This design comes from an exercise in tuning for small area on the open sky130 flow, not from production work. In this exercise RTL edits were held to simulation tests only and were not proved equivalent to the original. No driver is modelled on the clock port, so clock power and skew are understated where the tree is cut down; a real chip needs a root buffer or a tree.

==> harbor: inputs <==
// digital_clock
module digital_clock(
    input clk,
    input reset,
    input direction,
    input shift_enable,
    input min_test_enable,
    input hr_test_enable,
    output [7:0] dig,
    output [7:0] ssd
    );
export LEC_CHECK = 0
export CAP_MARGIN = 20
export CORE_MARGIN = 2
export CORE_UTILIZATION = 40
export SLEW_MARGIN = 20
create_clock -name core_clock -period 10.0 [get_ports {clk}]
standard.sh (not shown) runs the stock make flow with config.mk's settings and CLKGATE_MAP_FILE= SYNTH_SCRIPT=/design/flow/synth_recipe.tcl, a recipe that flattens the netlist after the stock synthesis.
==> flow/flow/run.sh <==
#!/bin/bash
# Own layout flow: the standard ORFS flow (standard.sh), with
#  - synthesis mapped for area (flow/synth.tcl): no adder-cell extraction, and the final ABC
#    mapping tried with each flow/abc_*.abc script, keeping the smallest; the registers come
#    from the same dfflibmap step as the standard synthesis,
#  - the smallest buffer (buf_1) for the port buffers,
set -euo pipefail
W=$(pwd)
export MY_ABC_SCRIPTS="$W/flow/abc_amap.abc $W/flow/abc_deep1.abc"
export MY_CLK_OPTIONS="3:sky130_fd_sc_hd__buf_6 2:sky130_fd_sc_hd__buf_12 4:sky130_fd_sc_hd__buf_6 3:sky130_fd_sc_hd__buf_8 2:sky130_fd_sc_hd__clkbuf_16 4:sky130_fd_sc_hd__buf_8 4:sky130_fd_sc_hd__clkbuf_16"
export MY_CLK_SLEW_NS=0.100
export MY_CLK_PORT=clk
bash standard.sh \
  SYNTH_SCRIPT=$W/flow/synth.tcl \
  BUFFER_PORTS_ARGS="-buffer_cell sky130_fd_sc_hd__buf_1" \
  PRE_CTS_TCL=$W/flow/cts_hook.tcl \
  finish > $W/flow_make.log 2>&1
==> flow/flow/abc_amap.abc <==
strash
 dch -f
 amap
 topo
==> flow/flow/abc_deep1.abc <==
strash
 &get -n
 &deepsyn -J 100
 &put
 dch -f
 amap
 topo
==> flow/flow/cts_hook.tcl <==

proc my_clk_kmeans {pins k} {
  set n [llength $pins]
  set sorted [lsort -integer -index 1 $pins]
  set cent {}
  for {set g 0} {$g < $k} {incr g} {
    set p [lindex $sorted [expr {int(($g + 0.5) * $n / $k)}]]
    lappend cent [list [lindex $p 1] [lindex $p 2]]
  }
  set assign {}
  for {set iter 0} {$iter < 100} {incr iter} {
    set assign {}
    foreach p $pins {
      set best 0
      set bd -1
      for {set g 0} {$g < $k} {incr g} {
        set d [expr {abs([lindex $p 1] - [lindex $cent $g 0]) + abs([lindex $p 2] - [lindex $cent $g 1])}]
        if {$bd < 0 || $d < $bd} { set bd $d; set best $g }
      }
      lappend assign $best
    }
    set newc {}
    for {set g 0} {$g < $k} {incr g} {
      set sx 0; set sy 0; set c 0
      foreach p $pins a $assign {
        if {$a == $g} { incr sx [lindex $p 1]; incr sy [lindex $p 2]; incr c }
      }
      if {$c > 0} {
        lappend newc [list [expr {$sx / $c}] [expr {$sy / $c}]]
      } else {
        lappend newc [lindex $cent $g]
      }
    }
    if {$newc eq $cent} break
    set cent $newc
  }
  return [list $assign $cent]
}

proc clock_tree_synthesis {args} {
  set db [ord::get_db]
  set block [ord::get_db_block]
  set clknet [$block findNet $::env(MY_CLK_PORT)]
  set pins {}
  foreach it [$clknet getITerms] {
    set loc [[$it getInst] getLocation]
    lappend pins [list $it [lindex $loc 0] [lindex $loc 1]]
  }
  set limit $::env(MY_CLK_SLEW_NS)
  set opts $::env(MY_CLK_OPTIONS)
  set nopt [llength $opts]
  set_propagated_clock [all_clocks]
  for {set o 0} {$o < $nopt} {incr o} {
    lassign [split [lindex $opts $o] :] k cell
    set master [$db findMaster $cell]
    lassign [my_clk_kmeans $pins $k] assign cent
    set insts {}
    set nets {}
    for {set g 0} {$g < $k} {incr g} {
      set inst [odb::dbInst_create $block $master clkbuf_$g]
      set net [odb::dbNet_create $block clknet_$g]
      $net setSigType CLOCK
      foreach p $pins a $assign {
        if {$a == $g} {
          set it [lindex $p 0]
          $it disconnect
          $it connect $net
        }
      }
      [$inst findITerm A] connect $clknet
      [$inst findITerm X] connect $net
      $inst setLocation [lindex $cent $g 0] [lindex $cent $g 1]
      $inst setPlacementStatus PLACED
      lappend insts $inst
      lappend nets $net
    }
    estimate_parasitics -placement
    set worst 0.0
    foreach net $nets {
      foreach pin [get_pins -of_objects [get_nets [$net getName]]] {
        set s [get_property $pin slew_max]
        if {$s > $worst} { set worst $s }
      }
    }
    puts "clock_tree_synthesis (own flow): $k x $cell, worst clock-pin slew $worst (limit $limit)"
    if {$worst <= $limit || $o == $nopt - 1} {
      for {set g 0} {$g < $k} {incr g} {
        set c 0
        foreach a $assign { if {$a == $g} { incr c } }
        puts "clock_tree_synthesis (own flow): group $g, $c clock pins on $cell"
      }
      return
    }
    # undo and try the next option
    foreach p $pins {
      set it [lindex $p 0]
      $it disconnect
      $it connect $clknet
    }
    foreach inst $insts { odb::dbInst_destroy $inst }
    foreach net $nets { odb::dbNet_destroy $net }
  }
}
==> flow/flow/synth.tcl <==
# The standard synthesis script (synth_recipe.tcl), with two changes to the cell mapping:
#  - no half/full adder extraction (the adder cells are larger than the plain gates here),
#  - the final ABC mapping is run with each script in MY_ABC_SCRIPTS, and the smallest result
#    (by Yosys's cell area) is kept.
# The registers come from the same dfflibmap step as the standard synthesis; ABC does not
# touch them.
proc synth {args} { yosys synth -nofsm -noshare {*}$args }
proc extract_fa {args} { }
proc my_cell_area {tag} {
  set f [file join $::env(OBJECTS_DIR) abc_try_$tag.txt]
  yosys tee -q -o $f stat -liberty [lindex $::env(LIB_FILES) 0]
  set fh [open $f r]
  set txt [read $fh]
  close $fh
  if {[regexp {Chip area for module[^:]*:\s*([0-9.]+)} $txt -> a]} { return $a }
  return 1e18
}
proc abc {args} {
  set out {}
  set skip 0
  foreach a $args {
    if {$skip} { set skip 0; continue }
    if {$a eq "-script" || $a eq "-D" || $a eq "-constr"} { set skip 1; continue }
    lappend out $a
  }
  yosys design -save my_pre_abc
  set best 1e18
  set i 0
  foreach s $::env(MY_ABC_SCRIPTS) {
    if {$i > 0} { yosys design -load my_pre_abc }
    yosys abc -script $s {*}$out
    yosys opt_clean
    set a [my_cell_area $i]
    puts "ABC script $s: area $a"
    if {$a < $best} {
      set best $a
      yosys design -save my_best_abc
    }
    incr i
  }
  yosys design -load my_best_abc
  puts "ABC: kept area $best"
}
source $::env(SCRIPTS_DIR)/synth.tcl
# left out here: clear keep_hierarchy, flatten, clean up, hide names made inside functions, write 1_2_yosys.v
==> maple (differences from harbor) <==
==> flow/flow/run.sh (replaced) <==
#!/bin/bash
# Own layout flow: the standard ORFS flow (standard.sh), with
#  - synthesis mapped for area (flow/synth.tcl): no adder-cell extraction, and the final ABC
#    mapping tried with each flow/abc_*.abc script (amap alone, and deepsyn runs with several
#    settings before amap), keeping the smallest; the registers come
#    from the same dfflibmap step as the standard synthesis,
#  - the smallest buffer (buf_1) for the port buffers,
set -euo pipefail
W=$(pwd)
export MY_ABC_SCRIPTS="$(ls $W/flow/abc_*.abc | tr "\n" " ")"
export MY_CLK_CELLS="sky130_fd_sc_hd__buf_4 sky130_fd_sc_hd__buf_6 sky130_fd_sc_hd__buf_8 sky130_fd_sc_hd__buf_12 sky130_fd_sc_hd__clkbuf_16 sky130_fd_sc_hd__buf_16"
export MY_CLK_SLEW_NS=0.115
export MY_CLK_PORT=clk
bash standard.sh \
  SYNTH_SCRIPT=$W/flow/synth.tcl \
  BUFFER_PORTS_ARGS="-buffer_cell sky130_fd_sc_hd__buf_1" \
  PRE_CTS_TCL=$W/flow/cts_hook.tcl \
  finish > $W/flow_make.log 2>&1
==> flow/flow/abc_01_amap.abc (new file) <==
strash
 dch -f
 amap
 topo
==> flow/flow/abc_02_deep.abc (new file) <==
strash
 &get -n
 &deepsyn -J 100
 &put
 dch -f
 amap
 topo
==> flow/flow/abc_03_deep_amapf.abc (new file) <==
strash
 &get -n
 &deepsyn -J 100
 &put
 dch -f
 amap -F 50 -A 50
 topo
==> flow/flow/abc_04_deep_dchp.abc (new file) <==
strash
 &get -n
 &deepsyn -J 100
 &put
 dch -f -p
 amap
 topo
==> flow/flow/abc_05_deep_s1.abc (new file) <==
strash
 &get -n
 &deepsyn -J 200 -S 1
 &put
 dch -f
 amap
 topo
==> flow/flow/abc_06_deep_s2.abc (new file) <==
strash
 &get -n
 &deepsyn -J 200 -S 2
 &put
 dch -f
 amap
 topo
==> flow/flow/abc_07_deep_s3.abc (new file) <==
strash
 &get -n
 &deepsyn -J 200 -S 3
 &put
 dch -f
 amap
 topo
==> flow/flow/abc_08_deep_s4.abc (new file) <==
strash
 &get -n
 &deepsyn -J 200 -S 4
 &put
 dch -f
 amap
 topo
==> flow/flow/abc_09_deep_s5.abc (new file) <==
strash
 &get -n
 &deepsyn -J 200 -S 5
 &put
 dch -f
 amap
 topo
==> flow/flow/abc_10_deep_long.abc (new file) <==
strash
 &get -n
 &deepsyn -J 1000
 &put
 dch -f
 amap
 topo
==> flow/flow/cts_hook.tcl (replaced) <==

proc my_clk_kmeans {pins k} {
  set n [llength $pins]
  set sorted [lsort -integer -index 1 $pins]
  set cent {}
  for {set g 0} {$g < $k} {incr g} {
    set p [lindex $sorted [expr {int(($g + 0.5) * $n / $k)}]]
    lappend cent [list [lindex $p 1] [lindex $p 2]]
  }
  set assign {}
  for {set iter 0} {$iter < 100} {incr iter} {
    set assign {}
    foreach p $pins {
      set best 0
      set bd -1
      for {set g 0} {$g < $k} {incr g} {
        set d [expr {abs([lindex $p 1] - [lindex $cent $g 0]) + abs([lindex $p 2] - [lindex $cent $g 1])}]
        if {$bd < 0 || $d < $bd} { set bd $d; set best $g }
      }
      lappend assign $best
    }
    set newc {}
    for {set g 0} {$g < $k} {incr g} {
      set sx 0; set sy 0; set c 0
      foreach p $pins a $assign {
        if {$a == $g} { incr sx [lindex $p 1]; incr sy [lindex $p 2]; incr c }
      }
      if {$c > 0} {
        lappend newc [list [expr {$sx / $c}] [expr {$sy / $c}]]
      } else {
        lappend newc [lindex $cent $g]
      }
    }
    if {$newc eq $cent} break
    set cent $newc
  }
  return [list $assign $cent]
}

proc my_clk_build {block clknet pins k master} {
  lassign [my_clk_kmeans $pins $k] assign cent
  set insts {}
  set nets {}
  for {set g 0} {$g < $k} {incr g} {
    set inst [odb::dbInst_create $block $master clkbuf_$g]
    set net [odb::dbNet_create $block clknet_$g]
    $net setSigType CLOCK
    foreach p $pins a $assign {
      if {$a == $g} {
        set it [lindex $p 0]
        $it disconnect
        $it connect $net
      }
    }
    [$inst findITerm A] connect $clknet
    [$inst findITerm X] connect $net
    $inst setLocation [lindex $cent $g 0] [lindex $cent $g 1]
    $inst setPlacementStatus PLACED
    lappend insts $inst
    lappend nets $net
  }
  return [list $insts $nets $assign]
}

proc my_clk_undo {clknet pins insts nets} {
  foreach p $pins {
    set it [lindex $p 0]
    $it disconnect
    $it connect $clknet
  }
  foreach inst $insts { odb::dbInst_destroy $inst }
  foreach net $nets { odb::dbNet_destroy $net }
}

proc my_clk_worst {net} {
  estimate_parasitics -placement
  set worst 0.0
  foreach pin [get_pins -of_objects [get_nets [$net getName]]] {
    set s [get_property $pin slew_max]
    if {$s > $worst} { set worst $s }
  }
  return $worst
}

proc clock_tree_synthesis {args} {
  set db [ord::get_db]
  set block [ord::get_db_block]
  set clknet [$block findNet $::env(MY_CLK_PORT)]
  set pins {}
  foreach it [$clknet getITerms] {
    set loc [[$it getInst] getLocation]
    lappend pins [list $it [lindex $loc 0] [lindex $loc 1]]
  }
  set limit $::env(MY_CLK_SLEW_NS)
  set masters {}
  foreach c $::env(MY_CLK_CELLS) { lappend masters [$db findMaster $c] }
  set nm [llength $masters]
  set_propagated_clock [all_clocks]
  set best_area -1
  set best {}
  for {set k 1} {$k <= 4} {incr k} {
    lassign [my_clk_build $block $clknet $pins $k [lindex $masters 0]] insts nets assign
    set area 0
    set cells {}
    set ok 1
    foreach inst $insts net $nets {
      for {set m 0} {$m < $nm} {incr m} {
        set master [lindex $masters $m]
        $inst swapMaster $master
        set w [my_clk_worst $net]
        if {$w <= $limit} break
      }
      if {$w > $limit} { set ok 0 }
      set area [expr {$area + [$master getWidth] * [$master getHeight]}]
      lappend cells [$master getName]
      puts "clock_tree_synthesis (own flow): k $k, [$net getName]: [$master getName], slew $w"
    }
    my_clk_undo $clknet $pins $insts $nets
    if {$ok && ($best_area < 0 || $area < $best_area)} {
      set best_area $area
      set best [list $k $cells]
    }
  }
  if {$best_area < 0} {
    error "clock_tree_synthesis (own flow): no option meets the clock slew limit"
  }
  lassign $best k cells
  lassign [my_clk_build $block $clknet $pins $k [lindex $masters 0]] insts nets assign
  foreach inst $insts net $nets cell $cells {
    $inst swapMaster [$db findMaster $cell]
    set c [llength [$net getITerms]]
    puts "clock_tree_synthesis (own flow): kept [$net getName]: $cell, [expr {$c - 1}] clock pins, slew [my_clk_worst $net]"
  }
}
Settings changed: CORE_UTILIZATION 40 to 60, PLACE_DENSITY set to 0.75.
removed: flow/flow/abc_amap.abc
removed: flow/flow/abc_deep1.abc
==> impl_metrics.yaml <==
power_and_ir_drop:
  ir_drop_uv: 131
  p_seq_frac: 0.584
status:
  status: "finished clean"
layout:
  fillers: 607
yosys:
  synth_cells: 344
  synth_area_leaders: "dfxtp_1 42%, nor2_1 11%, clkinv_1 7.4%"
  yosys.area_share.simple: 0.281
clock_network:
  clk_pin_slew_ps: 80
  clkLatencyLatePin_ps: 140
detailed_routing:
  vias: 2336
placed_design:
  hpwl_um: 4050
Source of the figures above: harbor

==> impl_metrics.yaml <==
floorplanning:
  num_io_pins: 22
clock_network:
  clk_pin_slew_ps: 110
  clkLatencyLatePin_ps: 130
power_and_ir_drop:
  p_seq_frac: 0.684
  ir_drop_uv: 98.5
  power.leakage_nw: 0.870
status:
  status: "finished clean"
yosys:
  synth_cells: 331
  synth_area_leaders: "dfxtp_1 43%, nor2_1 11%, clkinv_1 7.0%"
  yosys.area_share.simple: 0.276
placed_design:
  hpwl_um: 3780
detailed_routing:
  vias: 2277
Source of the figures above: maple

In every run of this note, the design's own scripts or RTL, not TritonCTS, make the clock network.

port drivers added, routing unchanged:
The flow's constraints put no driver on any port. The routed layouts listed below were extracted and timed again, unchanged, in two steps.
Step 1, drivers: a clkbuf_16 drives clk and a buf_2 each remaining input, both assumed.
Step 2 adds t to the input delays and takes it off the output delays; t is the mean of the earliest and latest rising clock arrival at the registers after step 1. Input paths then give back, and output paths get back, about the clock's delay inside the block.
a / b / c = ideal ports / drivers / drivers and shift; a / b = the first two.
run | shift t [ns] | setup slack, ns | worst hold slack (ns)
harbor | 0.204 | 3.757 / 3.683 / 3.887 | 0.415 / 0.415 / 0.415
maple | 0.178 | 3.153 / 3.102 / 3.280 | 0.411 / 0.411 / 0.411
After both steps every run listed still meets setup and hold.
